Context: an optimization exercise on an open-source flow, tuned for small area and a short achievable clock period. The choices shown serve that exercise and are no tape-out recipe.
Function was not checked in any run shown here: the RTL went through the layout flow alone.

## flow/design.v (module list and top-level ports; edited modules follow where they fit)
// module fa: 9 lines
// module fir_direct_nom: 6006 lines
module fir_direct_nom (
    input              clk,
    input              rst,
    input  signed [4:0] in,
    output signed [4:0] out,
    input  [249:0]     tap_coeffs
);
  // ...
==> flow/flow/run.sh <==
#!/bin/bash
# ORFS layout (the standard.sh) in three calls:
#  1. synthesis to placement as standard, with plain buf_2 port buffers;
#  2. CTS and 3. routing to finish, with timing repair aimed at a setup
#     slack margin and at the worst paths only.
set -e
export BUFFER_PORTS_ARGS="-buffer_cell sky130_fd_sc_hd__buf_2"
bash standard.sh synth floorplan place > standard_place.log 2>&1
export SETUP_SLACK_MARGIN=7.4
export TNS_END_PERCENT=0
bash standard.sh cts > standard_cts.log 2>&1
bash standard.sh > standard_finish.log 2>&1
==> flow/standard.sh <==
#!/bin/bash
# synth_recipe.tcl (not shown) runs the flow's synth.tcl, then flattens the netlist and writes it again
# the make line also repeats each setting of config.mk as NAME=value (left out here)
make -C /OpenROAD-flow-scripts/flow DESIGN_CONFIG=/design/flow/config.mk WORK_HOME=/design/flow/orfs CLKGATE_MAP_FILE= SYNTH_SCRIPT=/design/flow/synth_recipe.tcl "${@:-finish}"
==> flow/config.mk <==
export PLATFORM = sky130hd
export DESIGN_NAME = fir_direct_nom
export DESIGN_NICKNAME = fir_direct_nom
export VERILOG_FILES = /design/flow/design.v
export SDC_FILE = /design/flow/constraint.sdc
export NUM_CORES = 4
export LEC_CHECK = 0
export CAP_MARGIN = 20
export CORE_MARGIN = 2
export CORE_UTILIZATION = 40
export SLEW_MARGIN = 20
export SYNTH_HIERARCHICAL = 1
export SYNTH_MINIMUM_KEEP_SIZE = 0
==> flow/constraint.sdc <==
create_clock -name core_clock -period 12.0 [get_ports {clk}]
set_input_delay 2.4000 -clock core_clock [delete_from_list [all_inputs] [get_ports {clk}]]
set_output_delay 2.4000 -clock core_clock [all_outputs]
set_load 0.01 [all_outputs]
==> run summary, run 1 <==
# TYPE chip_impl_metric gauge
chip_impl_info{name="run_status",value="timing/DRC/antenna clean"} 1
chip_impl_metric{name="maximum_number_of_buffers_from_clock_root_to_sink",unit=""} 3
chip_impl_metric{name="grt_first_pass_wirelength",unit="mm"} 188
chip_impl_metric{name="drc",unit=""} 0
chip_impl_metric{name="nNonClkBuffers",unit=""} 268
chip_impl_metric{name="skew",unit="ns"} 0.0184
chip_impl_metric{name="final_core_utilization",unit="%"} 46.0
chip_impl_metric{name="worst_skew_pair.late_latency",unit="ns"} 0.62
chip_impl_metric{name="grt_util_met2",unit="%"} 45.4
chip_impl_info{name="critical_path_launch_point",value="tap_coeffs[165]"} 1
chip_impl_info{name="timing.critical_path.to_type",value="flop"} 1
chip_impl_metric{name="fraction_of_area_in_multi_input_gates",unit="%"} 65.3
chip_impl_metric{name="dp_cells",unit=""} 4379
chip_impl_info{name="synth.area.top_cells",value="sky130_fd_sc_hd__fa_1 56%, sky130_fd_sc_hd__dfrtp_1 17%, sky130_fd_sc_hd__nand2_1 10%"} 1
chip_impl_info{name="hp-start",value="v1"} 1
chip_impl_info{name="timing.setup.critical_path_class",value="input pin to flop"} 1
chip_impl_metric{name="postCtsResizedCells",unit=""} 43
chip_impl_metric{name="wl_per_cell",unit="um"} 28.3
chip_impl_metric{name="cp.depth",unit=""} 9
chip_impl_metric{name="seq_area_share",unit="%"} 22.8
chip_impl_metric{name="relSlewSlack",unit="%"} 41.9
chip_impl_metric{name="post_synth_fa_ha_maj_area_fraction",unit="%"} 56.3
chip_impl_info{name="largest_registers",value="sr: 245 flops, ra: 153 flops, lo_q: 6 flops"} 1
chip_impl_metric{name="nonClkBufAreaFrac",unit="%"} 3.26
chip_impl_info{name="crit_slowest_cell",value="sky130_fd_sc_hd__fa_2"} 1
chip_impl_metric{name="fillerInstances",unit=""} 8417
chip_impl_info{name="synth_area_leader_cell",value="sky130_fd_sc_hd__fa_1"} 1
chip_impl_metric{name="yosys_register_bits",unit=""} 418
chip_impl_metric{name="place_area",unit="mm2"} 0.0398
==> inputs of run 2 (changes only) <==
--- a/flow/config.mk
+++ b/flow/config.mk
@@ -7,7 +7,10 @@
 export LEC_CHECK = 0
 export CAP_MARGIN = 20
 export CORE_MARGIN = 2
-export CORE_UTILIZATION = 40
+export CORE_UTILIZATION = 60
+export CTS_BUF_LIST = sky130_fd_sc_hd__clkbuf_8
+export CTS_CLUSTER_DIAMETER = 40
+export CTS_CLUSTER_SIZE = 12
 export SLEW_MARGIN = 20
 export SYNTH_HIERARCHICAL = 1
 export SYNTH_MINIMUM_KEEP_SIZE = 0
==> run 2 against run 1 <==
Net effect: fmax grew 1.4%; critical endpoint unchanged; largest cell class unchanged; highest routed layer is now met4; sequential share of layout area grew 0.35 points; non-clock buffer count shrank 3.
==> run summary, run 2 <==
# TYPE chip_impl_metric gauge
chip_impl_info{name="run_status",value="timing/DRC/antenna clean"} 1
chip_impl_metric{name="maximum_number_of_pins_on_one_net_before_global_route_repair",unit=""} 108
chip_impl_metric{name="finalCriticalPeriod",unit="ns"} 5.13
chip_impl_info{name="cells_along_the_critical_path",value="buf_2, nor4_1, and4_1, nand3b_1, fa_2, fa_2, fa_1, fa_1, fa_1"} 1
chip_impl_metric{name="post_route_cells_drive_above_1_share",unit="%"} 14.1
chip_impl_metric{name="dr.pass1.iters",unit=""} 9
chip_impl_info{name="startpoint_type",value="input pin"} 1
chip_impl_metric{name="skew",unit="ns"} 0.0457
chip_impl_info{name="most_common_cell_in_the_netlist",value="sky130_fd_sc_hd__fa_1"} 1
chip_impl_metric{name="fillerInstances",unit=""} 4509
chip_impl_metric{name="drc",unit=""} 0
chip_impl_metric{name="fmax",unit="MHz"} 195
chip_impl_metric{name="flop2flop_setup_slack",unit="ns"} 7.61
chip_impl_metric{name="dr_total_vias",unit=""} 25700
chip_impl_metric{name="critPathArrivalTime",unit="ns"} 5.72
chip_impl_metric{name="gr-total-overflow",unit=""} 0
chip_impl_metric{name="boundaryPins",unit=""} 262
chip_impl_metric{name="place.detailed.hpwl",unit="mm"} 108
chip_impl_info{name="timing.critical_path.to_type",value="flop"} 1
chip_impl_metric{name="detail_route.wirelength",unit="mm"} 126
chip_impl_info{name="end_of_the_worst_hold_path",value="v2"} 1
chip_impl_info{name="commonest_cells_after_routing_fill_and_taps_aside",value="1,004 x sky130_fd_sc_hd__nand2_1, 1,000 x sky130_fd_sc_hd__fa_1, 257 x sky130_fd_sc_hd__buf_2"} 1
chip_impl_metric{name="gpl.final_weighted_congestion",unit=""} 1.02
chip_impl_metric{name="regArea",unit="mm2"} 0.00960
chip_impl_metric{name="nNetsFinal",unit=""} 4581
chip_impl_info{name="timing.setup.critical_path_class",value="input pin to flop"} 1
chip_impl_metric{name="clk_transition_reported_paths",unit="ns"} 0.07
chip_impl_info{name="hold_path_class",value="flop to flop"} 1
chip_impl_metric{name="timing.setup.tns",unit="ns"} 0
chip_impl_info{name="largest_registers",value="sr: 245 flops, ra: 153 flops, lo_q: 6 flops"} 1
chip_impl_metric{name="yosys_register_bits",unit=""} 418
chip_impl_metric{name="synth_cell_types",unit=""} 30
chip_impl_info{name="synth.area.top_cells",value="sky130_fd_sc_hd__fa_1 56%, sky130_fd_sc_hd__dfrtp_1 17%, sky130_fd_sc_hd__nand2_1 10%"} 1
chip_impl_metric{name="drv.max_cap_violation_count",unit=""} 0
chip_impl_info{name="ys_top_cells_by_count",value="1,031 x sky130_fd_sc_hd__fa_1, 1,004 x sky130_fd_sc_hd__nand2_1, 247 x sky130_fd_sc_hd__dfrtp_1"} 1
chip_impl_metric{name="vias_per_cell",unit=""} 6.21
chip_impl_metric{name="dieWidth",unit="um"} 252
chip_impl_metric{name="period_share",unit="%"} 42.8
chip_impl_metric{name="flow.area_growth_from_synthesis",unit="%"} 12.2
chip_impl_metric{name="final_cell_count_no_fill",unit=""} 4138
chip_impl_metric{name="first_global_vias",unit=""} 28300
chip_impl_metric{name="multi_input_gate_area_in_the_final_layout",unit="mm2"} 0.0274
chip_impl_metric{name="wl_per_cell",unit="um"} 30.4
chip_impl_metric{name="whs_path_depth",unit=""} 0
chip_impl_metric{name="floorplan.initialDensity",unit="%"} 60.3
chip_impl_info{name="tritoncts",value="done"} 1
chip_impl_metric{name="timing.critical_path.required",unit="ns"} 12.58
chip_impl_metric{name="dr.first_iter.drc_count",unit=""} 3050
chip_impl_info{name="timing.rr.end",value="x_q[1]"} 1
chip_impl_info{name="synth-main-ff-cell",value="sky130_fd_sc_hd__dfrtp_1"} 1
chip_impl_metric{name="r2r.worst_path.cells",unit=""} 11
chip_impl_metric{name="cts.sinks",unit=""} 418
chip_impl_metric{name="critical_path.n_buffers_inverters",unit=""} 1
chip_impl_metric{name="synth.net_count",unit=""} 4233
chip_impl_info{name="top_register",value="sr"} 1
chip_impl_metric{name="final-hold-violation-count",unit=""} 0
chip_impl_metric{name="yosys_warnings",unit=""} 7
chip_impl_metric{name="largest_register_ffs",unit=""} 245
chip_impl_metric{name="floorplan_core_area",unit="mm2"} 0.0614
chip_impl_metric{name="dp_cells",unit=""} 3982
chip_impl_metric{name="grt_first_pass_wirelength",unit="mm"} 188
chip_impl_metric{name="relSlewSlack",unit="%"} 33.4
chip_impl_metric{name="ys_seq_area_share",unit="%"} 25.9
chip_impl_metric{name="ctsHtreeMaxLevel",unit=""} 3
chip_impl_info{name="cts-root-buf",value="sky130_fd_sc_hd__clkbuf_8"} 1
chip_impl_metric{name="cts_inserted_buffers",unit=""} 82
chip_impl_metric{name="max_slew.worst_pin.slew",unit="ns"} 1.00
chip_impl_info{name="hp-start",value="v1"} 1
chip_impl_metric{name="critical_path.max_stage_delay",unit="ns"} 0.59
chip_impl_metric{name="syn_area",unit="mm2"} 0.0370
chip_impl_metric{name="final-setup-viol-count",unit=""} 0
chip_impl_metric{name="antenna_violating_nets_post_route",unit=""} 0
chip_impl_metric{name="ys_async_sr_fraction",unit="%"} 59.1
chip_impl_metric{name="fp.dieArea",unit="mm2"} 0.0637
chip_impl_info{name="critical-path-top-delay-family",value="adder cells"} 1
chip_impl_metric{name="antenna_found_initial",unit=""} 4
chip_impl_metric{name="worstPathMaxFanout",unit=""} 5
chip_impl_metric{name="std_cell_rows",unit=""} 91
chip_impl_info{name="crit_slowest_cell",value="sky130_fd_sc_hd__fa_1"} 1
chip_impl_metric{name="maximum_number_of_buffers_from_clock_root_to_sink",unit=""} 3
chip_impl_metric{name="syn_avg_cell_area",unit="um2"} 12.6
chip_impl_info{name="synth_area_leader_cell",value="sky130_fd_sc_hd__fa_1"} 1
chip_impl_metric{name="die_height",unit="um"} 252
chip_impl_metric{name="holdBufCountCts",unit=""} 0
chip_impl_info{name="mostFrequentLayoutCell",value="sky130_fd_sc_hd__nand2_1"} 1
chip_impl_metric{name="slew_violations",unit=""} 0
chip_impl_metric{name="worst_skew_pair.late_latency",unit="ns"} 0.71
chip_impl_info{name="rsz0062_at_grt",value="yes"} 1
chip_impl_info{name="cp_common_cell",value="sky130_fd_sc_hd__fa_1"} 1
chip_impl_metric{name="gr-usage-all-layers",unit="%"} 42.1
chip_impl_info{name="r2r-start",value="ra[38]"} 1
chip_impl_metric{name="postSynthCellCount",unit=""} 2930
chip_impl_metric{name="synth_top_area_share",unit="%"} 55.8
chip_impl_metric{name="synth_edf_count",unit=""} 0
chip_impl_metric{name="io_buffers",unit=""} 261
==> run 2: worst register-to-register path: stages, from the launching register on <==
cell	delay [ns]
sky130_fd_sc_hd__dfxtp_1	0.47
sky130_fd_sc_hd__fa_1	0.51
sky130_fd_sc_hd__fa_1	0.48
sky130_fd_sc_hd__fa_1	0.53
sky130_fd_sc_hd__inv_1	0.06
sky130_fd_sc_hd__fa_1	0.41
sky130_fd_sc_hd__fa_1	0.52
sky130_fd_sc_hd__inv_1	0.06
sky130_fd_sc_hd__fa_1	0.41
sky130_fd_sc_hd__fa_1	0.48
sky130_fd_sc_hd__inv_1	0.09
sky130_fd_sc_hd__ha_1	0.23
==> run 2: worst max path at each step <==
stage	from	to	slack, ns	cells after the start
finish	tap_coeffs[210]	ra[135]	6.87	9
CTS	tap_coeffs[180]	ra[135]	6.94	9
global route	tap_coeffs[173]	ra[135]	6.78	9
floorplan	rst	sr[0]	2.81	1
detailed placement	tap_coeffs[65]	ra[118]	5.99	9
global placement	tap_coeffs[155]	ra[118]	6.06	9
==> run 2: cell type report <==
class                      count  share of cell area, %
tap                          790                   2.38
clock inverter                59                   1.55
clock buffer                  92                   3.05
inverter                      72                  0.669
sequential                   418                   23.1
timing repair buffer         265                   3.27
antenna                        3                 0.0181
multi-input combinational   2439                   65.9
==> run 2: per-module statistics from Yosys, one instance, submodules excluded <==
module | flops+latches | times used
fa | 0 | 1031
fir_direct_nom | 418 | 1
==> run 2: through the flow <==
stage / area (um2) / util (%) / hold slack (ns) / setup WS (ns)
floorplan: 37000 / - / 0.331 / 2.81
global placement: 39300 / 64.1 / 0.343 / 6.06
detailed placement: 39300 / 64.1 / 0.346 / 5.99
CTS: 41500 / 67.5 / 0.370 / 6.94
global route: 41500 / 67.7 / 0.374 / 6.78
finish: 41500 / 67.7 / 0.362 / 6.87
==> run 2: repair_timing <==
| action | in CTS | in global routing |
|---|---|---|
| pin swaps | 50 | 12 |
| gates resized for setup | 57 | 10 |
| buffers inserted | 0 | 2 |
| setup endpoints to repair | 124 | 144 |
==> run 2: cells by family (layout without fill, tap and decap cells) <==
| family | Yosys count | in the layout | share of synthesized area (%) |
|---|---|---|---|
| buffers and inverters | 73 | 488 | 0.740 |
| other | 1 | 4 | 0.0101 |
| AO/OA/AOI/OAI | 114 | 114 | 1.64 |
| XOR/XNOR | 11 | 11 | 0.260 |
| AND/OR/NAND/NOR | 1267 | 1267 | 15.1 |
| flip-flops | 418 | 418 | 25.9 |
| adder cells (fa/ha/maj) | 1046 | 1046 | 56.3 |
==> run 2: metal layers <==
| layer | track usage, % | wire length, um |
|---|---|---|
| met4 | 17.2 | 5920 |
| met2 | 65.9 | 60300 |
| met5 | 0 | 0 |
| met1 | 59.6 | 47100 |
| met3 | 7.70 | 12400 |

[what the ideal ports hide]
In the flow no input, the clock included, has a driving cell. The finished layouts below were timed again as built, in two steps.
Step 1 sets driving cells, clkbuf_16 on the clock port and buf_2 on the other inputs (assumed; they add their load-dependent delay and slew).
Step 2 moves the port delays by t, midway between the first and last clock arrival at a register: inputs arrive t later, outputs are due t later. That takes back most of the time a late clock gives input paths.
Slacks: ideal / step 1 / step 2; pairs: ideal / step 1.
run	t (ns)	slack for setup (ns)	worst register clock-pin slew, ns	worst slew at a driven data input, ns
run 1	0.683	6.794 / 6.823 / 6.139	0.06 / 0.06	0.11
run 2	0.754	6.866 / 6.910 / 6.156	0.08 / 0.08	0.08
After both steps setup and hold are still met in every run listed. For run 2, which loses most, drivers alone change the setup slack by +0.044 ns; drivers and shift together by -0.710 ns.
